Context: an optimization exercise on an open-source flow, tuned for small area and a short achievable clock period. The choices shown serve that exercise and are no tape-out recipe.
Where RTL was checked, it was by simulation tests only, not by an equivalence proof against the original.
For run 4, only the layout was checked, not whether the RTL still works.
Power and IR drop assume default switching activity.

## flow/design.v

```verilog
`default_nettype none
module free_list #(
    parameter LEN = 32 + 16,
    parameter LBITS = $clog2(LEN)
) (
    input wire i_clk,
    input wire i_rst_n,
    input wire [LBITS - 1:0] i_ret_p0,
    input wire [LBITS - 1:0] i_ret_p1,
    input wire [LBITS - 1:0] i_ret_p2,
    input wire [LBITS - 1:0] i_ret_p3,
    input wire [2:0] i_ret_count,
    input wire [2:0] i_req_count,
    output reg [LBITS - 1:0] o_req0,
    output reg [LBITS - 1:0] o_req1,
    output reg [LBITS - 1:0] o_req2,
    output reg [LBITS - 1:0] o_req3,
    output reg [2:0] o_req_count,
    output reg [LBITS - 1:0] o_avail_count
);
    localparam NN = 12;    
    reg [47:0] free;
    function automatic [1:0] sadd(input [1:0] x, input [1:0] y);
        sadd = {x[1] | y[1] | (x[0] & y[0]), x[0] | y[0]};
    endfunction
    wire [1:0] ncnt [0:NN - 1];
    wire [1:0] lo0 [0:NN - 1];
    wire [1:0] lo1 [0:NN - 1];
    wire [1:0] hi0 [0:NN - 1];
    wire [1:0] hi1 [0:NN - 1];
    genvar j;
    generate
        for (j = 0; j < NN; j = j + 1) begin : g_nib
            wire a = free[4 * j], b = free[4 * j + 1], c = free[4 * j + 2], d = free[4 * j + 3];
            assign ncnt[j] = {(a & b) | (a & c) | (a & d) | (b & c) | (b & d) | (c & d), a | b | c | d};
            assign lo0[j] = a ? 2'd0 : b ? 2'd1 : c ? 2'd2 : 2'd3;
            assign lo1[j] = (a & b) ? 2'd1 : ((a | b) & c) ? 2'd2 : 2'd3;
            assign hi0[j] = d ? 2'd3 : c ? 2'd2 : b ? 2'd1 : 2'd0;
            assign hi1[j] = (d & c) ? 2'd2 : ((d | c) & b) ? 2'd1 : 2'd0;
        end
    endgenerate
    wire [1:0] sl [0:NN - 1];
    wire [1:0] sh [0:NN - 1];
    wire [1:0] xl [0:NN - 1];    
    wire [1:0] xh [0:NN - 1];    
    generate
        for (j = 0; j < NN; j = j + 1) begin : g_x
            if (j % 4 == 0) begin : g_f
                assign xl[j] = ncnt[j];
            end else begin : g_n
                assign xl[j] = sadd(xl[j - 1], ncnt[j]);
            end
            if (j % 4 == 3) begin : g_hf
                assign xh[j] = ncnt[j];
            end else begin : g_hn
                assign xh[j] = sadd(xh[j + 1], ncnt[j]);
            end
        end
    endgenerate
    wire [1:0] gl1 = xl[3], gl2 = sadd(xl[3], xl[7]);       
    wire [1:0] gh1 = xh[8], gh0 = sadd(xh[8], xh[4]);       
    generate
        for (j = 0; j < NN; j = j + 1) begin : g_s
            if (j < 4) begin : g_0
                assign sl[j] = xl[j];
                assign sh[j] = sadd(gh0, xh[j]);
            end else if (j < 8) begin : g_1
                assign sl[j] = sadd(gl1, xl[j]);
                assign sh[j] = sadd(gh1, xh[j]);
            end else begin : g_2
                assign sl[j] = sadd(gl2, xl[j]);
                assign sh[j] = xh[j];
            end
        end
    endgenerate
    wire [4:0] q = {i_req_count[2], i_req_count[2] | (i_req_count[1] & i_req_count[0]),
                    i_req_count[2] | i_req_count[1], i_req_count != 3'd0, 1'b1};
    wire nl1 = q[1], nl2 = q[3], nh1 = q[2], nh2 = q[4];
    wire [LBITS - 1:0] tl0 [0:NN - 1];
    wire [LBITS - 1:0] tl1 [0:NN - 1];
    wire [LBITS - 1:0] th0 [0:NN - 1];
    wire [LBITS - 1:0] th1 [0:NN - 1];
    wire [47:0] keep;
    generate
        for (j = 0; j < NN; j = j + 1) begin : g_sel
            wire [1:0] pl = (j == 0) ? 2'b00 : sl[j - 1];
            wire [1:0] ph = (j == NN - 1) ? 2'b00 : sh[j + 1];
            wire l0 = ~pl[0], l1 = pl[0] & ~pl[1];    
            wire h0 = ~ph[0], h1 = ph[0] & ~ph[1];
            wire [3:0] nib = j;
            wire sl0 = l0 & ncnt[j][0];
            wire sl1 = (l0 & ncnt[j][1]) | (l1 & ncnt[j][0]);
            wire sh0 = h0 & ncnt[j][0];
            wire sh1 = (h0 & ncnt[j][1]) | (h1 & ncnt[j][0]);
            assign tl0[j] = {LBITS{sl0}} & {nib, lo0[j]};
            assign tl1[j] = {LBITS{sl1}} & {nib, l0 ? lo1[j] : lo0[j]};
            assign th0[j] = {LBITS{sh0}} & {nib, hi0[j]};
            assign th1[j] = {LBITS{sh1}} & {nib, h0 ? hi1[j] : hi0[j]};
            wire a = free[4 * j], b = free[4 * j + 1], c = free[4 * j + 2], d = free[4 * j + 3];
            wire [1:0] rl [0:3];
            wire [1:0] rh [0:3];
            assign rl[0] = pl;
            assign rl[1] = sadd(pl, {1'b0, a});
            assign rl[2] = sadd(pl, {a & b, a | b});
            assign rl[3] = sadd(pl, {(a & b) | (a & c) | (b & c), a | b | c});
            assign rh[3] = ph;
            assign rh[2] = sadd(ph, {1'b0, d});
            assign rh[1] = sadd(ph, {d & c, d | c});
            assign rh[0] = sadd(ph, {(d & c) | (d & b) | (c & b), d | c | b});
            genvar l;
            for (l = 0; l < 4; l = l + 1) begin : g_b
                assign keep[4 * j + l] = free[4 * j + l] &
                                         (~nl1 | rl[l][1] | (rl[l][0] & ~nl2)) &
                                         (~nh1 | rh[l][1] | (rh[l][0] & ~nh2));
            end
        end
    endgenerate
    reg [LBITS - 1:0] cl0, cl1, ch0, ch1;
    integer jj;
    always @(*) begin
        cl0 = 0; cl1 = 0; ch0 = 0; ch1 = 0;
        for (jj = 0; jj < NN; jj = jj + 1) begin
            cl0 = cl0 | tl0[jj];
            cl1 = cl1 | tl1[jj];
            ch0 = ch0 | th0[jj];
            ch1 = ch1 | th1[jj];
        end
    end
    wire [3:0] rv = {i_ret_count[2], i_ret_count[2] | (i_ret_count[1] & i_ret_count[0]),
                     i_ret_count[2] | i_ret_count[1], i_ret_count != 3'd0};
    wire [LBITS - 1:0] rp [0:3];
    assign rp[0] = i_ret_p0;
    assign rp[1] = i_ret_p1;
    assign rp[2] = i_ret_p2;
    assign rp[3] = i_ret_p3;
    wire [5:0] rh [0:3];
    wire [7:0] rl [0:3];
    genvar k, i;
    generate
        for (k = 0; k < 4; k = k + 1) begin : g_pre
            for (i = 0; i < 6; i = i + 1) begin : g_h
                assign rh[k][i] = rv[k] & (rp[k][5:3] == i);
            end
            for (i = 0; i < 8; i = i + 1) begin : g_l
                assign rl[k][i] = rp[k][2:0] == i;
            end
        end
    endgenerate
    wire [47:0] ret;
    generate
        for (i = 0; i < 48; i = i + 1) begin : g_ret
            assign ret[i] = (rh[0][i / 8] & rl[0][i % 8]) | (rh[1][i / 8] & rl[1][i % 8]) |
                            (rh[2][i / 8] & rl[2][i % 8]) | (rh[3][i / 8] & rl[3][i % 8]);
        end
    endgenerate
    wire [4:0] rc1h = {i_ret_count == 3'd4, i_ret_count == 3'd3, i_ret_count == 3'd2,
                       i_ret_count == 3'd1, i_ret_count == 3'd0};
    wire [4:0] qc1h = {i_req_count == 3'd4, i_req_count == 3'd3, i_req_count == 3'd2,
                       i_req_count == 3'd1, i_req_count == 3'd0};
    reg [8:0] dsel;    
    reg [1:0] lo_n;
    reg cup, cdn;
    wire [1:0] alo = o_avail_count[1:0];
    wire [3:0] ahi = o_avail_count[5:2];
    integer ri, qi, m, t;
    always @(*) begin
        dsel = 9'b0;
        for (ri = 0; ri < 5; ri = ri + 1)
            for (qi = 0; qi < 5; qi = qi + 1)
                dsel[ri - qi + 4] = dsel[ri - qi + 4] | (rc1h[ri] & qc1h[qi]);
        lo_n = 2'b0;
        cup = 1'b0;
        cdn = 1'b0;
        for (m = -4; m <= 4; m = m + 1) begin
            lo_n = lo_n | ({2{dsel[m + 4]}} & (alo + m[1:0]));
            t = alo + m;
            cup = cup | (dsel[m + 4] & (t >= 4));
            cdn = cdn | (dsel[m + 4] & (t < 0));
        end
    end
    wire [3:0] ahi_p = ahi + 4'd1;
    wire [3:0] ahi_m = ahi - 4'd1;
    wire [3:0] hi_n = ({4{cup}} & ahi_p) | ({4{cdn}} & ahi_m) | ({4{~cup & ~cdn}} & ahi);
    wire [LBITS - 1:0] avail_n = {hi_n, lo_n};
    always @(posedge i_clk, negedge i_rst_n) begin
        if (!i_rst_n) begin
            free <= {48{1'b1}};
            o_avail_count <= LEN;
            o_req_count <= 3'd0;
        end else begin
            free <= keep | ret;
            o_avail_count <= avail_n;
            o_req_count <= i_req_count;
        end
    end
    always @(posedge i_clk) begin
        o_req0 <= cl0;
        o_req1 <= ch0;
        o_req2 <= cl1;
        o_req3 <= ch1;
    end
endmodule
```

## flow/flow/run.sh

```bash
#!/bin/bash
# The standard layout, with the port buffers made of plain buffers
# (sky130_fd_sc_hd__buf_1) instead of the default delay buffers, and with the
# resizer's power recovery after global routing (downsizing gates off the
# critical paths). Each tool's log is kept under orfs/logs; the make output
# goes to standard.log.
set -euo pipefail
export BUFFER_PORTS_ARGS="-buffer_cell sky130_fd_sc_hd__buf_1"
export RECOVER_POWER=100
bash standard.sh finish > standard.log 2>&1
```

## flow/standard.sh

```bash
#!/bin/bash
# synth_recipe.tcl (not shown) runs the flow's synth.tcl, then flattens the netlist and writes it again
# the make line also repeats each setting of config.mk as NAME=value (left out here)
make -C /OpenROAD-flow-scripts/flow DESIGN_CONFIG=/design/flow/config.mk WORK_HOME=/design/flow/orfs CLKGATE_MAP_FILE= SYNTH_SCRIPT=/design/flow/synth_recipe.tcl "${@:-finish}"
```

## flow/config.mk

```make
export PLATFORM = sky130hd
export DESIGN_NAME = free_list
export DESIGN_NICKNAME = free_list
export VERILOG_FILES = /design/flow/design.v
export SDC_FILE = /design/flow/constraint.sdc
export NUM_CORES = 4
export LEC_CHECK = 0
export ABC_AREA = 1
export CAP_MARGIN = 20
export CORE_MARGIN = 2
export CORE_UTILIZATION = 40
export CTS_BUF_LIST = sky130_fd_sc_hd__clkbuf_8
export CTS_CLUSTER_SIZE = 40
export SETUP_SLACK_MARGIN = 4.4
export SLEW_MARGIN = 20
export TNS_END_PERCENT = 5
```

## flow/constraint.sdc

```tcl
create_clock -name core_clock -period 7.0 [get_ports {i_clk}]
set_input_delay 1.4000 -clock core_clock [delete_from_list [all_inputs] [get_ports {i_clk}]]
set_output_delay 1.4000 -clock core_clock [all_outputs]
set_load 0.01 [all_outputs]
```

==> results of run 1 <==
-- cells in the mapped netlist (all sizes together) (2+ instances only) --
| library cell | count | area [um2] |
|---|---|---|
| clkbuf | 5 | 18.8 |
| a32oi | 2 | 17.5 |
| clkinv | 2 | 7.51 |
| xor2 | 2 | 17.5 |
| o31ai | 5 | 37.5 |
| a22oi | 3 | 22.5 |
| o2111ai | 6 | 52.6 |
| inv | 199 | 747 |
| dfrtp | 7 | 175 |
| o22ai | 80 | 507 |
| dfstp | 50 | 1310 |
| nand4 | 26 | 169 |
| a31oi | 9 | 56.3 |
| nor2 | 268 | 1320 |
| o211ai | 21 | 158 |
| o221ai | 11 | 96.3 |
| a221oi | 3 | 26.3 |
| a21oi | 67 | 347 |
| buf | 6 | 48.8 |
| nor3 | 64 | 340 |
| nand3 | 114 | 601 |
| ha | 6 | 75.1 |
| nand3b | 4 | 30.0 |
| o21bai | 2 | 15.0 |
| o21ai | 103 | 523 |
| dfxtp | 24 | 480 |
| a211oi | 10 | 75.1 |
| nand2 | 309 | 1290 |
| xnor2 | 3 | 26.3 |
| nor4 | 9 | 56.3 |
| o311ai | 2 | 17.5 |
-- where the power goes --
part           switching [uW]  leakage (uW)  internal (uW)
combinational            1750       0.00357            734
clock                     233     0.0000901            136
sequential                121      0.000802            635
-- worst max-delay path: cells and delay by family, from the launching register on --
| kind | cells | cell delay, ns |
|---|---|---|
| and+or+nand+nor | 12 | 3.93 |
| DFF | 1 | 0.42 |
-- flip-flops by register name, summed over array words and instances (netlist names) --
signal	count
o_req1	6
o_req3	6
o_avail_count	6
o_req_count	3
o_req2	6
free	48
o_req0	6
-- how the worst max path moves through the flow --
stage               depth (start not counted)           start               end
floorplan                                  12  i_req_count[2]  o_avail_count[4]
global placement                           15  i_req_count[2]          free[42]
detailed placement                         15  i_req_count[2]          free[42]
CTS                                        13        free[45]         o_req3[1]
global route                               12         free[5]         o_req2[3]
finish                                     12         free[5]         o_req2[3]
-- cells by family (layout without fill, tap and decap cells) --
group	count (synthesis)	count (layout)	synth area share, %
flip-flops	81	81	22.5
buffers and inverters	212	318	9.40
XOR/XNOR	5	5	0.501
AND/OR/NAND/NOR	797	798	43.7
AO/OA/AOI/OAI	331	331	23.0
adder cells (fa/ha/maj)	6	6	0.858
other	0	1	0
-- repair_timing --
item                       CTS  global route
hold buffers                 0             0
hold endpoints to repair     0             0
gates resized for setup     44            77
cloned                       1             1
pin swaps                    5            17
setup endpoints to repair   61            64
buffers inserted            11            23
-- area by class of cell --
| cell class | count | share of cell area, % |
|---|---|---|
| Clock buffer | 9 | 1.24 |
| Antenna cell | 1 | 0.0250 |
| Multi-Input combinational cell | 1140 | 61.4 |
| Clock inverter | 7 | 0.600 |
| Timing Repair Buffer | 100 | 5.58 |
| Inverter | 201 | 7.89 |
| Tap cell | 280 | 3.50 |
| Timing Repair inverter | 1 | 0.0500 |
| Sequential cell | 81 | 19.7 |
-- routing by layer --
layer / vias to the layer above / GRT usage [%] / part of all wire (%)
li1: 5118 / - / -
met1: 5080 / 42.4 / 40
met2: 666 / 49.2 / 43
met3: 116 / 6.59 / 9.9
met4: 0 / 18.8 / 6.6
met5: - / 0 / 0
-- through the flow --
stage	instances	hold slack, ns	setup slack, ns
3_5_place_dp	1767	0.512	1.67
3_3_place_gp	1767	0.516	1.96
5_1_grt	1819	0.542	2.19
6_report	1820	0.526	2.52
4_1_cts	1795	0.532	4.22
2_1_floorplan	1432	0.491	4.39
==> insert_results.sql, run 1 <==
INSERT INTO impl_metrics (metric_group, metric, value, unit) VALUES
('routing', 'routed_via_density', '6.03', ''),
('critical_path', 'path_cells', 'nor2_1 > nand2_1 > nor2_1 > nand2_1 > nor2_1 > nand2_4 > nor2_1 > nor2_1 > nand3_1 > nand2_1 > nor2_2 > nand3_1', ''),
('routing', 'route.detailed.wl_per_inst', '21.1', 'um'),
('final_layout', 'layout.nets', '1572', ''),
('placed_design', 'io_buffer_count', '64', ''),
('critical_path', 'timing_worst_setup_path_type', 'reg -> reg', ''),
('clock_tree', 'cts_buffers', '9', ''),
('grt', 'first_pass_grt_wire_length', '58.3', 'mm'),
('final_layout', 'layout.cells.most_common', 'sky130_fd_sc_hd__nand2_1', ''),
('critical_path', 'crit_path_top_delay_cell', 'sky130_fd_sc_hd__nor2_1', ''),
('critical_path', 'worstPathRequired', '7.28', 'ns'),
('final_layout', 'footprint_of_the_multi_input_gates', '0.00615', 'mm2'),
('floorplanning', 'fp.dieArea', '0.0231', 'mm2'),
('clock_tree', 'htree_levels', '3', ''),
('floorplanning', 'coreArea', '0.0216', 'mm2'),
('hold_path', 'hold_path_end', 'free[4]', ''),
('logic_synthesis', 'synth_cell_type_count', '56', ''),
('floorplanning', 'die_wd', '152', 'um'),
('logic_synthesis', 'post_synth_instance_area', '0.00875', 'mm2'),
('clock_tree', 'max-clock-path-buffers', '2', ''),
('logic_synthesis', 'synth_edf_count', '0', ''),
('critical_path', 'setup.worst_path.end_class', 'register', ''),
('job', 'max_cap_viol_count', '0', ''),
('clock_tree', 'clkSinkCount', '81', ''),
('final_layout', 'share_of_cells_above_drive_strength_1', '15.1', '%'),
('floorplanning', 'num_io_pins', '65', ''),
('timing', 'drv_slew', '0', ''),
('timing', 'final_hold_viol_count', '0', ''),
('grt', 'globalRoute.totalOverflow', '0', ''),
('critical_path', 'path_common_cell', 'sky130_fd_sc_hd__nor2_1', ''),
('logic_synthesis', 'asyncSetResetFlopFracSynth', '70.4', '%'),
('final_layout', 'area.growth.synth_to_final', '14.4', '%'),
('timing', 'finalSetupViolCount', '0', ''),
('power', 'vdd_drop_max', '148', 'uV'),
('hold_path', 'min-delay-path-class', 'reg -> reg', ''),
('run_status', 'run_status', 'no timing/DRC/antenna violations', ''),
('final_layout', 'regArea', '0.00197', 'mm2'),
('final_layout', 'fill_cells', '2347', ''),
('clock_tree', 'cts_tree', 'yes', ''),
('critical_path', 'worstReg2RegEnd', 'o_req2[3]', ''),
('clock_tree', 'clkTransAtPathRegs', '0.11', 'ns'),
('final_layout', 'layout.core_utilization', '46.3', '%'),
('power', 'static-leakage-power', '0.00446', 'uW'),
('critical_path', 'timing.critical_path.from_type', 'register', ''),
('timing', 'finClkSkew', '0.0150', 'ns'),
('critical_path', 'critical_path.max_stage_delay', '0.72', 'ns'),
('routing', 'post_route_drc_violation_count', '0', ''),
('timing', 'fmax', '0.223', 'GHz'),
('routing', 'antenna_left', '0', ''),
('placed_design', 'detailedPlacementHpwl', '29.4', 'mm'),
('timing', 'max_slew_margin', '41.2', '%'),
('placed_design', 'gp_routability_congestion', '1.02', ''),
('critical_path', 'cp_max_fanout', '11', ''),
('grt', 'grt_pass1_vias', '10100', ''),
('clock_tree', 'worst_skew_pair.late_latency', '0.40', 'ns'),
('routing', 'first_pass_iters', '7', ''),
('logic_synthesis', 'syn_inst', '1432', ''),
('critical_path', 'worst_r2r_path_depth', '12', ''),
('grt', 'number_of_antenna_violations_at_the_first_check_in_global_routing', '2', ''),
('timing', 'timing_worst_slew_pin_value', '0.882', 'ns'),
('floorplanning', 'height_of_the_die', '152', 'um'),
('logic_synthesis', 'postSynthNetCount', '1470', ''),
('clock_tree', 'ctsRootBufferMaster', 'sky130_fd_sc_hd__clkbuf_8', ''),
('hold_path', 'worst_hold_path.num_cells', '2', ''),
('timing', 'grt_setup_unrepaired', 'true', ''),
('logic_synthesis', 'synth_flop_cell', 'sky130_fd_sc_hd__dfstp_2', ''),
('power', 'total_power', '3600', 'uW'),
('floorplanning', 'rows', '54', ''),
('hold_path', 'timing.hold.worst.start', 'free[4]', ''),
('timing', 'totalNegativeSetupSlack', '0', 'ns'),
('floorplanning', 'start_util', '40.5', '%');
==> inputs of run 2 (changes only) <==
==> flow/flow/run.sh (replaced) <==
#!/bin/bash
# The standard layout with two changes: the port buffers are plain buffers
# (sky130_fd_sc_hd__buf_1) instead of the default delay buffers, and Yosys's ABC
# maps the logic for area with "strash; dch; map -a" (no buffering or
# sizing inside ABC; the resizer does that after placement). The flow scripts
# are copied unchanged apart from that ABC script. Each tool's log is kept under
# orfs/logs; the make output goes to standard.log.
set -euo pipefail
rm -rf scripts
cp -r "$FLOW_HOME/scripts" scripts
printf 'strash\ndch\nmap -a\ntopo\nstime -c\n' > scripts/abc_area.script
export SCRIPTS_DIR="$PWD/scripts"
export BUFFER_PORTS_ARGS="-buffer_cell sky130_fd_sc_hd__buf_1"
bash standard.sh finish > standard.log 2>&1
==> insert_results.sql, run 2 <==
INSERT INTO impl_metrics (metric_group, metric, value, unit) VALUES
('timing', 'max_slew_margin', '40.7', '%'),
('power', 'static-leakage-power', '0.00377', 'uW'),
('timing', 'totalNegativeSetupSlack', '0', 'ns'),
('timing', 'timing_worst_slew_pin_value', '0.890', 'ns'),
('critical_path', 'crit_path_top_delay_cell', 'sky130_fd_sc_hd__dfstp_2', ''),
('grt', 'number_of_antenna_violations_at_the_first_check_in_global_routing', '1', ''),
('power', 'vdd_drop_max', '222', 'uV'),
('logic_synthesis', 'syn_inst', '1283', ''),
('logic_synthesis', 'synth_cell_type_count', '36', ''),
('routing', 'route.layer.met1.wl', '16.7', 'mm'),
('logic_synthesis', 'synthesis.area_per_instance', '6.14', 'um2'),
('timing', 'finClkSkew', '0.00800', 'ns'),
('critical_path', 'cp_data_arrival_time', '3.75', 'ns'),
('logic_synthesis', 'post_synth_instance_area', '0.00787', 'mm2'),
('final_layout', 'antennaDiodeCount', '0', ''),
('final_layout', 'regArea', '0.00197', 'mm2'),
('critical_path', 'timing.critical_path.from_type', 'register', ''),
('clock_tree', 'cts_tree', 'yes', ''),
('logic_synthesis', 'yosys_warnings', '1', ''),
('timing', 'final.period_utilization', '49.0', '%'),
('hold_path', 'min-delay-path-class', 'reg -> reg', ''),
('placed_design', 'detailedPlacementHpwl', '30.9', 'mm'),
('routing', 'antenna_left', '0', ''),
('final_layout', 'fill_cells', '1937', ''),
('logic_synthesis', 'synth.cells.most_frequent', 'sky130_fd_sc_hd__nor2_1, sky130_fd_sc_hd__clkinv_1, sky130_fd_sc_hd__nand2_1, sky130_fd_sc_hd__a21oi_1, sky130_fd_sc_hd__o22ai_1', ''),
('final_layout', 'area.growth.synth_to_final', '38.5', '%'),
('logic_synthesis', 'postSynthNetCount', '1321', ''),
('floorplanning', 'die_wd', '144', 'um'),
('timing', 'drv_slew', '0', ''),
('timing', 'grt_setup_unrepaired', 'true', ''),
('floorplanning', 'fp.dieArea', '0.0208', 'mm2'),
('critical_path', 'worstPathRequired', '7.32', 'ns'),
('routing', 'post_route_drc_violation_count', '0', ''),
('logic_synthesis', 'synth_flop_cell', 'sky130_fd_sc_hd__dfstp_2', ''),
('floorplanning', 'height_of_the_die', '144', 'um'),
('logic_synthesis', 'synth_top_area_share', '16.7', '%'),
('final_layout', 'share_of_cells_above_drive_strength_1', '28.9', '%'),
('timing', 'finalSetupViolCount', '0', ''),
('final_layout', 'footprint_of_the_multi_input_gates', '0.00601', 'mm2'),
('floorplanning', 'start_util', '40.6', '%'),
('clock_tree', 'cts_buffers', '9', ''),
('timing', 'fmax', '0.291', 'GHz'),
('grt', 'first_pass_grt_wire_length', '61.2', 'mm'),
('routing', 'routed_via_density', '6.32', ''),
('critical_path', 'cp_max_fanout', '5', ''),
('floorplanning', 'rows', '51', ''),
('timing', 'final_hold_viol_count', '0', ''),
('critical_path', 'timing_worst_setup_path_type', 'reg -> reg', ''),
('final_layout', 'regMostFlops', 'free', ''),
('placed_design', 'io_buffer_count', '64', ''),
('final_layout', 'layout.core_utilization', '56.2', '%'),
('run_status', 'run_status', 'no timing/DRC/antenna violations', ''),
('clock_tree', 'max-clock-path-buffers', '2', ''),
('logic_synthesis', 'synth_sequential_area_ratio', '25.0', '%'),
('logic_synthesis', 'post_synth_main_area_contributors', 'sky130_fd_sc_hd__dfstp_2, sky130_fd_sc_hd__nor2_1, sky130_fd_sc_hd__clkinv_1', ''),
('clock_tree', 'clkSinkCount', '81', ''),
('grt', 'largest_net_degree_at_the_start_of_global_routing', '58', ''),
('routing', 'detailroute.wirelength.met2', '17.5', 'mm'),
('final_layout', 'layout.cells.most_common', 'sky130_fd_sc_hd__nor2_1', ''),
('logic_synthesis', 'synth_edf_count', '0', ''),
('critical_path', 'path_cells', 'nor2_4 > nand2_2 > nor2_4 > clkinv_4 > nor2_4 > clkinv_4 > nor2_4 > clkinv_4 > nor2_4 > clkinv_4 > a2111oi_4 > nand2_4 > nor3_4 > clkinv_2 > nor3_4 > nand2_1 > nor2_2 > o21ai_1 > nand3_1 > nand2_1', ''),
('routing', 'route.detailed.wl_per_inst', '23.4', 'um'),
('logic_synthesis', 'synth_most_common_cell', 'sky130_fd_sc_hd__nor2_1', ''),
('routing', 'uppermost_metal_layer_occupied_by_signal_nets', 'met5', ''),
('grt', 'globalRoute.totalOverflow', '0', ''),
('floorplanning', 'coreArea', '0.0194', 'mm2'),
('grt', 'global_route.usage.total', '39.5', '%'),
('critical_path', 'critical_path.max_stage_delay', '0.41', 'ns'),
('clock_tree', 'htree_levels', '3', ''),
('logic_synthesis', 'asyncSetResetFlopFracSynth', '70.4', '%'),
('final_layout', 'largest_reg_flops', '48', ''),
('routing', 'routed_length_on_met3', '4.72', 'mm'),
('clock_tree', 'clkTransAtPathRegs', '0.09', 'ns'),
('routing', 'vias', '11100', ''),
('logic_synthesis', 'synth.ff_latch_count', '81', ''),
('logic_synthesis', 'cell_type_contributing_the_most_total_cell_area_after_synthesis', 'sky130_fd_sc_hd__dfstp_2', ''),
('routing', 'wirelength', '41.1', 'mm'),
('timing', 'final.min_clock_period', '3.43', 'ns'),
('final_layout', 'final_cell_mix', 'sky130_fd_sc_hd__nor2_1, sky130_fd_sc_hd__clkinv_1, sky130_fd_sc_hd__buf_4', ''),
('placed_design', 'gp_routability_congestion', '1.04', ''),
('power', 'pwr_density_cell', '424', 'mW/mm2'),
('critical_path', 'setup.worst_path.end_class', 'register', ''),
('routing', 'first_pass_iters', '8', ''),
('critical_path', 'path_common_cell', 'sky130_fd_sc_hd__nor2_4', ''),
('routing', 'drt_iter0_markers', '1382', ''),
('clock_tree', 'worst_skew_pair.late_latency', '0.39', 'ns'),
('clock_tree', 'ctsRootBufferMaster', 'sky130_fd_sc_hd__clkbuf_8', ''),
('floorplanning', 'num_io_pins', '65', ''),
('clock_tree', 'cts.hold.buffers_added', '0', ''),
('grt', 'grt_pass1_vias', '10000', ''),
('job', 'max_cap_viol_count', '0', ''),
('final_layout', 'layout.nets', '1523', '');
[run 2: critical path: cells and delay by family, from the launching register on]
kind,cells,cell delay (ns)
DFF,1,0.41
buffers and inverters,5,0.53
and+or+nand+nor,13,2.00
AOI/OAI and AO/OA,2,0.43
[run 2: through the flow]
stage	hold WS (ns)	cell area, um2	power [uW]	worst slack [ns]	instances
after floorplan	0.482	8350	2400	3.90	1283
after detailed placement	0.490	8940	3160	2.42	1614
final	0.496	10900	4620	3.57	1755
after global routing	0.522	10900	4870	3.47	1755
after global placement	0.485	8940	3210	2.52	1614
after CTS	0.504	10600	4320	3.83	1728
[run 2: repair_timing]
item	in CTS	in global routing
resized for setup	204	19
setup buffers	98	27
setup endpoints to repair	74	71
pin swaps	61	37
[run 2: final cells by class]
type / count / area share [%]
clock buffers: 9 / 1.14
clock inverters: 7 / 0.482
repair buffers: 191 / 11.4
inverters: 251 / 10.8
multi-input cells: 951 / 55.1
flip-flops and latches: 81 / 18.1
well taps: 265 / 3.04
[run 2: path summary, 6_finish.rpt]
kind	cells past startpoint	startpoint	slack, ns	end
worst max-delay path	20	free[45]	3.57	free[2]
worst min-delay path	2	o_avail_count[5]	0.50	o_avail_count[5]
worst max register to register	20	free[45]	3.57	free[2]
worst min register to register	2	o_avail_count[5]	0.50	o_avail_count[5]
max in group asynchronous	2	i_rst_n	5.26	o_avail_count[3]
min in group asynchronous	2	i_rst_n	1.22	o_req_count[2]
[run 2: logic make-up after synthesis]
group | after synthesis | synth area share, %
AND/OR/NAND/NOR | 545 | 28.8
AO/OA/AOI/OAI | 394 | 32.6
buffers and inverters | 251 | 12.0
flip-flops | 81 | 25.0
adder cells (fa/ha/maj) | 6 | 0.954
XOR/XNOR | 5 | 0.556
multiplexers | 1 | 0.127
[run 2: routing by layer]
metal  track usage (%)  vias up
met5                 0        -
met4              17.4        2
met3              6.89      166
met2              59.8      818
met1              54.9     5138
li1                  -     4968
[run 2: power by group]
| group | switching [uW] | internal, uW |
|---|---|---|
| sequential | 135 | 654 |
| combinational | 2210 | 1270 |
| clock | 215 | 132 |
==> inputs of run 3 (changes only) <==
==> flow/flow/run.sh (replaced) <==
#!/bin/bash
# The standard layout with two changes: the port buffers are plain buffers
# (sky130_fd_sc_hd__buf_1) instead of the default delay buffers, and Yosys's ABC
# maps the logic for area with "&get -n; &st; &dch; &nf; &put" (no buffering or
# sizing inside ABC; the resizer does that after placement). The flow scripts
# are copied unchanged apart from that ABC script. Each tool's log is kept under
# orfs/logs; the make output goes to standard.log.
set -euo pipefail
rm -rf scripts
cp -r "$FLOW_HOME/scripts" scripts
printf '&get -n\n&st\n&dch\n&nf\n&put\ntopo\n' > scripts/abc_area.script
export SCRIPTS_DIR="$PWD/scripts"
export BUFFER_PORTS_ARGS="-buffer_cell sky130_fd_sc_hd__buf_1"
bash standard.sh finish > standard.log 2>&1
==> insert_results.sql, run 3 <==
INSERT INTO impl_metrics (metric_group, metric, value, unit) VALUES
('placed_design', 'io_buffer_count', '64', ''),
('final_layout', 'regMostFlops', 'free', ''),
('critical_path', 'cp_data_arrival_time', '3.71', 'ns'),
('floorplanning', 'coreArea', '0.0193', 'mm2'),
('timing', 'grt_setup_unrepaired', 'true', ''),
('clock_tree', 'cts_buffers', '9', ''),
('logic_synthesis', 'synth_most_common_cell', 'sky130_fd_sc_hd__nor2_1', ''),
('final_layout', 'postLayoutCellArea', '0.0101', 'mm2'),
('timing', 'final.period_utilization', '48.3', '%'),
('critical_path', 'timing.critical_path.from_type', 'register', ''),
('routing', 'wirelength', '36.9', 'mm'),
('routing', 'routed_via_density', '6.74', ''),
('final_layout', 'share_of_cells_above_drive_strength_1', '20.3', '%'),
('grt', 'grt_pass1_vias', '9380', ''),
('floorplanning', 'fp.dieArea', '0.0207', 'mm2'),
('clock_tree', 'cts_tree', 'yes', ''),
('timing', 'final_hold_viol_count', '0', ''),
('clock_tree', 'max-clock-path-buffers', '2', ''),
('logic_synthesis', 'post_synth_main_area_contributors', 'sky130_fd_sc_hd__dfstp_2, sky130_fd_sc_hd__nor2_1, sky130_fd_sc_hd__nand2_1', ''),
('routing', 'vias', '10800', ''),
('critical_path', 'worst_r2r_path_depth', '15', ''),
('logic_synthesis', 'synth_edf_count', '0', ''),
('job', 'max_cap_viol_count', '0', ''),
('routing', 'post_route_drc_violation_count', '0', ''),
('timing', 'max_slew_margin', '28.3', '%'),
('timing', 'final.min_clock_period', '3.38', 'ns'),
('critical_path', 'timing_worst_setup_path_type', 'reg -> reg', ''),
('logic_synthesis', 'synth.cells.most_frequent', 'sky130_fd_sc_hd__nor2_1, sky130_fd_sc_hd__nand2_1, sky130_fd_sc_hd__o21ai_0, sky130_fd_sc_hd__a21oi_1, sky130_fd_sc_hd__o22ai_1', ''),
('floorplanning', 'num_io_pins', '65', ''),
('logic_synthesis', 'cell_type_contributing_the_most_total_cell_area_after_synthesis', 'sky130_fd_sc_hd__dfstp_2', ''),
('placed_design', 'placed_area', '0.00865', 'mm2'),
('logic_synthesis', 'asyncSetResetFlopFracSynth', '70.4', '%'),
('run_status', 'run_status', 'no timing/DRC/antenna violations', ''),
('hold_path', 'timing.hold.worst.start', 'free[28]', ''),
('hold_path', 'worst_hold_path.num_cells', '2', ''),
('floorplanning', 'height_of_the_die', '144', 'um'),
('hold_path', 'hold_path_end', 'free[28]', ''),
('logic_synthesis', 'synth_sequential_area_ratio', '25.1', '%'),
('logic_synthesis', 'synthesis.area_per_instance', '6.71', 'um2'),
('routing', 'first_pass_iters', '8', ''),
('critical_path', 'setup.worst_path.end_class', 'register', ''),
('clock_tree', 'htree_levels', '3', ''),
('logic_synthesis', 'synth.ff_latch_count', '81', ''),
('timing', 'finalSetupViolCount', '0', ''),
('grt', 'global_route.usage.total', '35.3', '%'),
('final_layout', 'layout.cells.most_common', 'sky130_fd_sc_hd__nor2_1', ''),
('logic_synthesis', 'synth_flop_cell', 'sky130_fd_sc_hd__dfstp_2', ''),
('critical_path', 'worstReg2RegEnd', 'o_req2[3]', ''),
('logic_synthesis', 'postSynthNetCount', '1207', ''),
('grt', 'largest_net_degree_at_the_start_of_global_routing', '58', ''),
('final_layout', 'final_cell_mix', 'sky130_fd_sc_hd__nor2_1, sky130_fd_sc_hd__nand2_1, sky130_fd_sc_hd__o21ai_0', ''),
('logic_synthesis', 'post_synth_instance_area', '0.00785', 'mm2'),
('hold_path', 'min-delay-path-class', 'reg -> reg', ''),
('critical_path', 'reg2reg_from', 'free[31]', ''),
('grt', 'first_pass_grt_wire_length', '55.5', 'mm'),
('critical_path', 'cp_max_fanout', '5', ''),
('critical_path', 'worstPathRequired', '7.33', 'ns'),
('timing', 'fmax', '0.296', 'GHz'),
('timing', 'finClkSkew', '0.0165', 'ns'),
('final_layout', 'area.growth.synth_to_final', '29.3', '%'),
('logic_synthesis', 'synth_top_area_share', '16.7', '%'),
('clock_tree', 'worst_skew_pair.late_latency', '0.39', 'ns'),
('clock_tree', 'clkTransAtPathRegs', '0.09', 'ns'),
('final_layout', 'largest_reg_flops', '48', ''),
('final_layout', 'layout.nets', '1365', ''),
('placed_design', 'detailedPlacementHpwl', '25.9', 'mm'),
('floorplanning', 'rows', '51', ''),
('routing', 'antenna_left', '0', ''),
('routing', 'route.detailed.wl_per_inst', '23.1', 'um'),
('grt', 'number_of_antenna_violations_at_the_first_check_in_global_routing', '2', ''),
('critical_path', 'worst-r2r-setup-slack', '3.62', 'ns'),
('power', 'pwr_density_cell', '393', 'mW/mm2'),
('routing', 'drt_iter0_markers', '1596', ''),
('clock_tree', 'clkSinkCount', '81', ''),
('logic_synthesis', 'syn_inst', '1169', ''),
('floorplanning', 'start_util', '40.6', '%'),
('grt', 'globalRoute.totalOverflow', '0', ''),
('placed_design', 'gp_routability_congestion', '1.02', ''),
('timing', 'timing_worst_slew_pin_value', '1.06', 'ns'),
('timing', 'totalNegativeSetupSlack', '0', 'ns'),
('timing', 'drv_slew', '0', ''),
('clock_tree', 'ctsRootBufferMaster', 'sky130_fd_sc_hd__clkbuf_8', ''),
('floorplanning', 'die_wd', '144', 'um'),
('logic_synthesis', 'yosys_warnings', '1', ''),
('power', 'vdd_drop_max', '177', 'uV'),
('power', 'static-leakage-power', '0.00349', 'uW'),
('logic_synthesis', 'synth_cell_type_count', '57', '');
[run 3: metrics by stage]
step	setup WS [ns]	std cells	total power [uW]	utilization (%)	hold slack (ns)
floorplan	3.97	1169	2100	-	0.483
global placement	2.69	1503	2780	44.7	0.503
detailed placement	2.66	1503	2760	44.7	0.513
CTS	3.90	1580	3670	51.1	0.541
global route	3.53	1597	4180	52.4	0.563
finish	3.62	1598	3980	52.5	0.545
[run 3: worst max-delay path by stage]
stage / slack [ns] / start / depth (start not counted) / end
floorplan: 3.97 / free[4] / 10 / free[47]
detailed placement: 2.66 / i_req_count[2] / 8 / free[19]
finish: 3.62 / free[31] / 15 / o_req2[3]
global route: 3.53 / free[31] / 15 / o_req2[3]
CTS: 3.90 / free[31] / 12 / free[5]
global placement: 2.69 / i_req_count[2] / 8 / free[19]
[run 3: cells by family (layout without fill, tap and decap cells)]
family | count (synthesis) | in the layout | share of synthesized area, %
AO/OA/AOI/OAI | 400 | 400 | 32.8
adder cells (fa/ha/maj) | 8 | 8 | 1.21
other | 0 | 1 | 0
XOR/XNOR | 5 | 5 | 0.558
AND/OR/NAND/NOR | 642 | 643 | 38.7
buffers and inverters | 33 | 195 | 1.58
flip-flops | 81 | 81 | 25.1
[run 3: layer usage]
metal / routed length [um] / track usage (%) / part of all wire, % / up-vias
met4: 2400 / 19.7 / 6.5 / 0
li1: - / - / - / 4829
met1: 15000 / 48.9 / 41 / 4982
met2: 15100 / 50.5 / 41 / 794
met3: 4400 / 7.95 / 12 / 172
met5: 0 / 0 / 0 / -
[run 3: where the power goes]
group	switching, uW	internal [uW]
clock	194	165
sequential	142	635
combinational	1760	1080
total	2100	1880
[run 3: worst max-delay path, cell delays in order (launching register included)]
cell and delay [ns]:
sky130_fd_sc_hd__dfstp_2 0.40, sky130_fd_sc_hd__or4_4 0.59, sky130_fd_sc_hd__buf_12 0.17, sky130_fd_sc_hd__nor3_4 0.21, sky130_fd_sc_hd__nor2_2 0.08, sky130_fd_sc_hd__nor4_4 0.29
sky130_fd_sc_hd__buf_4 0.17, sky130_fd_sc_hd__buf_4 0.13, sky130_fd_sc_hd__nand3_4 0.11, sky130_fd_sc_hd__nor2_4 0.13, sky130_fd_sc_hd__nand4_1 0.19, sky130_fd_sc_hd__buf_4 0.21
sky130_fd_sc_hd__o31ai_4 0.29, sky130_fd_sc_hd__buf_6 0.16, sky130_fd_sc_hd__nor2_4 0.05, sky130_fd_sc_hd__nand4_1 0.14
[run 3: area by class of cell]
class                   count  area [um2]
diodes                      1        2.50
clock buffers               9         124
clock inverters             7        71.3
fillers                  1897        9190
inverters                  33         134
multi-input cells        1056        6580
flip-flops and latches     81        1970
well taps                 265         332
repair buffers            146         927
[run 3: repair_timing]
item / 4_1_cts / 5_1_grt
hold buffers: 0 / 0
resized for setup: 119 / 24
endpoints found under the setup margin: 72 / 71
cloned: 2 / 0
buffers inserted: 59 / 17
pin swaps: 39 / 22
==> inputs of run 4 (changes only) <==
--- a/flow/design.v
+++ b/flow/design.v
@@ -24,19 +24,11 @@
         sadd = {x[1] | y[1] | (x[0] & y[0]), x[0] | y[0]};
     endfunction
     wire [1:0] ncnt [0:NN - 1];
-    wire [1:0] lo0 [0:NN - 1];
-    wire [1:0] lo1 [0:NN - 1];
-    wire [1:0] hi0 [0:NN - 1];
-    wire [1:0] hi1 [0:NN - 1];
     genvar j;
     generate
         for (j = 0; j < NN; j = j + 1) begin : g_nib
             wire a = free[4 * j], b = free[4 * j + 1], c = free[4 * j + 2], d = free[4 * j + 3];
             assign ncnt[j] = {(a & b) | (a & c) | (a & d) | (b & c) | (b & d) | (c & d), a | b | c | d};
-            assign lo0[j] = a ? 2'd0 : b ? 2'd1 : c ? 2'd2 : 2'd3;
-            assign lo1[j] = (a & b) ? 2'd1 : ((a | b) & c) ? 2'd2 : 2'd3;
-            assign hi0[j] = d ? 2'd3 : c ? 2'd2 : b ? 2'd1 : 2'd0;
-            assign hi1[j] = (d & c) ? 2'd2 : ((d | c) & b) ? 2'd1 : 2'd0;
         end
     endgenerate
     wire [1:0] sl [0:NN - 1];
@@ -76,10 +68,15 @@
     wire [4:0] q = {i_req_count[2], i_req_count[2] | (i_req_count[1] & i_req_count[0]),
                     i_req_count[2] | i_req_count[1], i_req_count != 3'd0, 1'b1};
     wire nl1 = q[1], nl2 = q[3], nh1 = q[2], nh2 = q[4];
-    wire [LBITS - 1:0] tl0 [0:NN - 1];
-    wire [LBITS - 1:0] tl1 [0:NN - 1];
-    wire [LBITS - 1:0] th0 [0:NN - 1];
-    wire [LBITS - 1:0] th1 [0:NN - 1];
+    wire [3:0] tl0 [0:NN - 1];
+    wire [3:0] tl1 [0:NN - 1];
+    wire [3:0] th0 [0:NN - 1];
+    wire [3:0] th1 [0:NN - 1];
+    wire [3:0] nl0 [0:NN - 1];
+    wire [3:0] nl1s [0:NN - 1];
+    wire [3:0] nh0 [0:NN - 1];
+    wire [3:0] nh1s [0:NN - 1];
+    wire [NN - 1:0] zl, zh;
     wire [47:0] keep;
     generate
         for (j = 0; j < NN; j = j + 1) begin : g_sel
@@ -92,10 +89,17 @@
             wire sl1 = (l0 & ncnt[j][1]) | (l1 & ncnt[j][0]);
             wire sh0 = h0 & ncnt[j][0];
             wire sh1 = (h0 & ncnt[j][1]) | (h1 & ncnt[j][0]);
-            assign tl0[j] = {LBITS{sl0}} & {nib, lo0[j]};
-            assign tl1[j] = {LBITS{sl1}} & {nib, l0 ? lo1[j] : lo0[j]};
-            assign th0[j] = {LBITS{sh0}} & {nib, hi0[j]};
-            assign th1[j] = {LBITS{sh1}} & {nib, h0 ? hi1[j] : hi0[j]};
+            wire [3:0] fn = free[4 * j +: 4];
+            assign tl0[j] = {4{sl0}} & nib;
+            assign tl1[j] = {4{sl1}} & nib;
+            assign th0[j] = {4{sh0}} & nib;
+            assign th1[j] = {4{sh1}} & nib;
+            assign nl0[j] = {4{sl0}} & fn;
+            assign nl1s[j] = {4{sl1}} & fn;
+            assign nh0[j] = {4{sh0}} & fn;
+            assign nh1s[j] = {4{sh1}} & fn;
+            assign zl[j] = sl1 & l0;
+            assign zh[j] = sh1 & h0;
             wire a = free[4 * j], b = free[4 * j + 1], c = free[4 * j + 2], d = free[4 * j + 3];
             wire [1:0] rl [0:3];
             wire [1:0] rh [0:3];
@@ -115,17 +119,39 @@
             end
         end
     endgenerate
-    reg [LBITS - 1:0] cl0, cl1, ch0, ch1;
+    reg [3:0] il0, il1, ih0, ih1;    
+    reg [3:0] ql0, ql1, qh0, qh1;    
     integer jj;
     always @(*) begin
-        cl0 = 0; cl1 = 0; ch0 = 0; ch1 = 0;
+        il0 = 0; il1 = 0; ih0 = 0; ih1 = 0;
+        ql0 = 0; ql1 = 0; qh0 = 0; qh1 = 0;
         for (jj = 0; jj < NN; jj = jj + 1) begin
-            cl0 = cl0 | tl0[jj];
-            cl1 = cl1 | tl1[jj];
-            ch0 = ch0 | th0[jj];
-            ch1 = ch1 | th1[jj];
-        end
-    end
+            il0 = il0 | tl0[jj];
+            il1 = il1 | tl1[jj];
+            ih0 = ih0 | th0[jj];
+            ih1 = ih1 | th1[jj];
+            ql0 = ql0 | nl0[jj];
+            ql1 = ql1 | nl1s[jj];
+            qh0 = qh0 | nh0[jj];
+            qh1 = qh1 | nh1s[jj];
+        end
+    end
+    function automatic [1:0] first(input [3:0] n);
+        first = n[0] ? 2'd0 : n[1] ? 2'd1 : n[2] ? 2'd2 : 2'd3;
+    endfunction
+    function automatic [1:0] second(input [3:0] n);
+        second = (n[0] & n[1]) ? 2'd1 : ((n[0] | n[1]) & n[2]) ? 2'd2 : 2'd3;
+    endfunction
+    function automatic [1:0] last(input [3:0] n);
+        last = n[3] ? 2'd3 : n[2] ? 2'd2 : n[1] ? 2'd1 : 2'd0;
+    endfunction
+    function automatic [1:0] slast(input [3:0] n);
+        slast = (n[3] & n[2]) ? 2'd2 : ((n[3] | n[2]) & n[1]) ? 2'd1 : 2'd0;
+    endfunction
+    wire [LBITS - 1:0] cl0 = {il0, first(ql0)};
+    wire [LBITS - 1:0] cl1 = {il1, (|zl) ? second(ql1) : first(ql1)};
+    wire [LBITS - 1:0] ch0 = {ih0, last(qh0)};
+    wire [LBITS - 1:0] ch1 = {ih1, (|zh) ? slast(qh1) : last(qh1)};
     wire [3:0] rv = {i_ret_count[2], i_ret_count[2] | (i_ret_count[1] & i_ret_count[0]),
                      i_ret_count[2] | i_ret_count[1], i_ret_count != 3'd0};
     wire [LBITS - 1:0] rp [0:3];
==> flow/flow/run.sh (replaced) <==
#!/bin/bash
# The standard layout, with the port buffers made of plain buffers
# (sky130_fd_sc_hd__buf_1) instead of the default delay buffers; the resizer
# may still resize them. Each tool's log is kept under orfs/logs; the make
# output goes to standard.log.
set -euo pipefail
export BUFFER_PORTS_ARGS="-buffer_cell sky130_fd_sc_hd__buf_1"
bash standard.sh finish > standard.log 2>&1
--- a/flow/config.mk
+++ b/flow/config.mk
@@ -10,7 +10,6 @@
 export CORE_MARGIN = 2
 export CORE_UTILIZATION = 40
 export CTS_BUF_LIST = sky130_fd_sc_hd__clkbuf_8
-export CTS_CLUSTER_SIZE = 40
 export SETUP_SLACK_MARGIN = 4.4
 export SLEW_MARGIN = 20
 export TNS_END_PERCENT = 5
==> insert_results.sql, run 4 <==
INSERT INTO impl_metrics (metric_group, metric, value, unit) VALUES
('routing', 'post_route_drc_violation_count', '0', ''),
('hold_path', 'worst_hold_path.num_cells', '2', ''),
('floorplanning', 'fp.dieArea', '0.0228', 'mm2'),
('run_status', 'run_status', 'no timing/DRC/antenna violations', ''),
('grt', 'number_of_antenna_violations_at_the_first_check_in_global_routing', '0', ''),
('clock_tree', 'clkSinkCount', '81', ''),
('clock_tree', 'max-clock-path-buffers', '2', ''),
('timing', 'drv_slew', '0', ''),
('timing', 'finClkSkew', '0.0215', 'ns'),
('logic_synthesis', 'synth_most_common_cell', 'sky130_fd_sc_hd__nand2_1', ''),
('final_layout', 'antennaDiodeCount', '0', ''),
('logic_synthesis', 'post_synth_instance_area', '0.00866', 'mm2'),
('power', 'static-leakage-power', '0.00497', 'uW'),
('routing', 'wirelength', '41.1', 'mm'),
('floorplanning', 'num_io_pins', '65', ''),
('logic_synthesis', 'syn_inst', '1380', ''),
('grt', 'grt_pass1_vias', '9572', ''),
('floorplanning', 'rows', '53', ''),
('clock_tree', 'clkTransAtPathRegs', '0.10', 'ns'),
('grt', 'largest_net_degree_at_the_start_of_global_routing', '58', ''),
('floorplanning', 'die_wd', '151', 'um'),
('grt', 'gr-usage-met2', '52.3', '%'),
('power', 'power.switching_fraction', '55.0', '%');
## run 4: cell types whose count changed in the layout (fill, tap and decap cells not counted), moves of 22 or more
cell,change
sky130_fd_sc_hd__inv_1,+174
sky130_fd_sc_hd__nand2_1,+107
sky130_fd_sc_hd__buf_4,+40
sky130_fd_sc_hd__o21ai_0,-36
sky130_fd_sc_hd__clkinv_1,-30
sky130_fd_sc_hd__inv_2,+30
sky130_fd_sc_hd__nor2_4,+28
sky130_fd_sc_hd__nand3_1,+24
sky130_fd_sc_hd__nand2_2,+23
sky130_fd_sc_hd__a21oi_1,-22
## run 4: per-stage QoR
step / std cells / total power [uW] / setup slack [ns] / cell area [um2] / util (%)
finish: 1842 / 3890 / 4.34 / 11100 / 52.3
detailed placement: 1700 / 2870 / 2.57 / 9140 / 43.2
CTS: 1753 / 3360 / 4.26 / 9810 / 46.4
global route: 1842 / 4120 / 4.23 / 11100 / 52.3
floorplan: 1380 / 2270 / 4.09 / 8680 / -
global placement: 1700 / 2890 / 2.70 / 9140 / 43.2
## run 4: logic make-up (layout without fill, tap and decap cells)
kind of cell	count (synthesis)	after routing	synth area share, %
xor gates and xnor gates	5	5	0.506
buffers and inverters	238	423	11.0
adders and majority gates	7	7	0.982
AOI/OAI and AO/OA	309	309	23.9
DFF	81	81	22.7
and+or+nand+nor	740	742	40.9
## run 4: metal layers
layer / routed length (um) / part of all wire [%]
met1: 17400 / 42
met2: 17400 / 42
met3: 4470 / 11
met4: 1830 / 4.5
met5: 0 / 0
## run 4: area by class of cell
cell class / count / area [um2]
clock inverters: 7 / 76.3
multi-input cells: 1063 / 6370
flip-flops and latches: 81 / 1970
repair buffers: 190 / 1310
inverters: 217 / 873
clock buffers: 9 / 124
fillers: 2205 / 10100
well taps: 275 / 344
## run 4: critical path, stage by stage
cell and delay (ns):
sky130_fd_sc_hd__buf_16 0.12, sky130_fd_sc_hd__nor2_4 0.06, sky130_fd_sc_hd__buf_4 0.15, sky130_fd_sc_hd__nand2_8 0.13
sky130_fd_sc_hd__clkinvlp_4 0.13, sky130_fd_sc_hd__buf_4 0.19, sky130_fd_sc_hd__nor3_1 0.40, sky130_fd_sc_hd__a21oi_1 0.12
sky130_fd_sc_hd__o221ai_1 0.12, sky130_fd_sc_hd__o211ai_1 0.13
## run 4: what timing repair did
item	CTS	global route
gates cloned	0	2
pin swaps	13	62
endpoints found under the setup margin	63	62
gates resized for setup	56	142
buffers inserted	37	87
## run 4: worst max path at each step
stage / startpoint / cells after the start / end
detailed placement: i_req_count[2] / 12 / o_avail_count[5]
global route: i_req_count[2] / 13 / o_avail_count[4]
finish: i_req_count[2] / 10 / free[18]
global placement: i_req_count[2] / 12 / o_avail_count[4]
CTS: i_req_count[1] / 16 / free[43]
floorplan: i_req_count[0] / 14 / free[43]
## run 4: power groups by stage
stage	registers, uW	clock network (uW)	logic, uW
finish	783	390	2710
global route	800	405	2910
CTS	786	393	2180
detailed placement	801	0	2070
global placement	802	0	2090
floorplan	766	0	1510

what the ideal ports hide:
No port has a modelled driver above. Below, the same layouts with a new extraction and two added sets of constraints. Step 1 sets driving cells, clkbuf_16 on the clock port and buf_2 on the other inputs (assumed; they add their load-dependent delay and slew). Step 2, shift: input delay + t, output delay - t, t = (earliest + latest rising clock arrival at the registers) / 2. This alone moves slack from input paths to output paths. a / b / c = ideal ports / drivers / drivers and shift; a / b = the first two.
run | t (ns) | slack for setup (ns) | worst slew at a driven data input, ns | cell pins on the clock port's net
run 1 | 0.439 | 2.518 / 2.518 / 2.518 | 0.08 | 1
run 2 | 0.433 | 3.569 / 3.569 / 3.367 | 0.04 | 1
run 3 | 0.431 | 3.620 / 3.620 / 3.434 | 0.03 | 1
run 4 | 0.424 | 4.339 / 4.294 / 3.870 | 0.08 | 1
After both steps setup and hold are still met in every run listed. The setup slack of run 4, which loses most, moves by -0.045 ns with the drivers and by -0.469 ns with both steps.
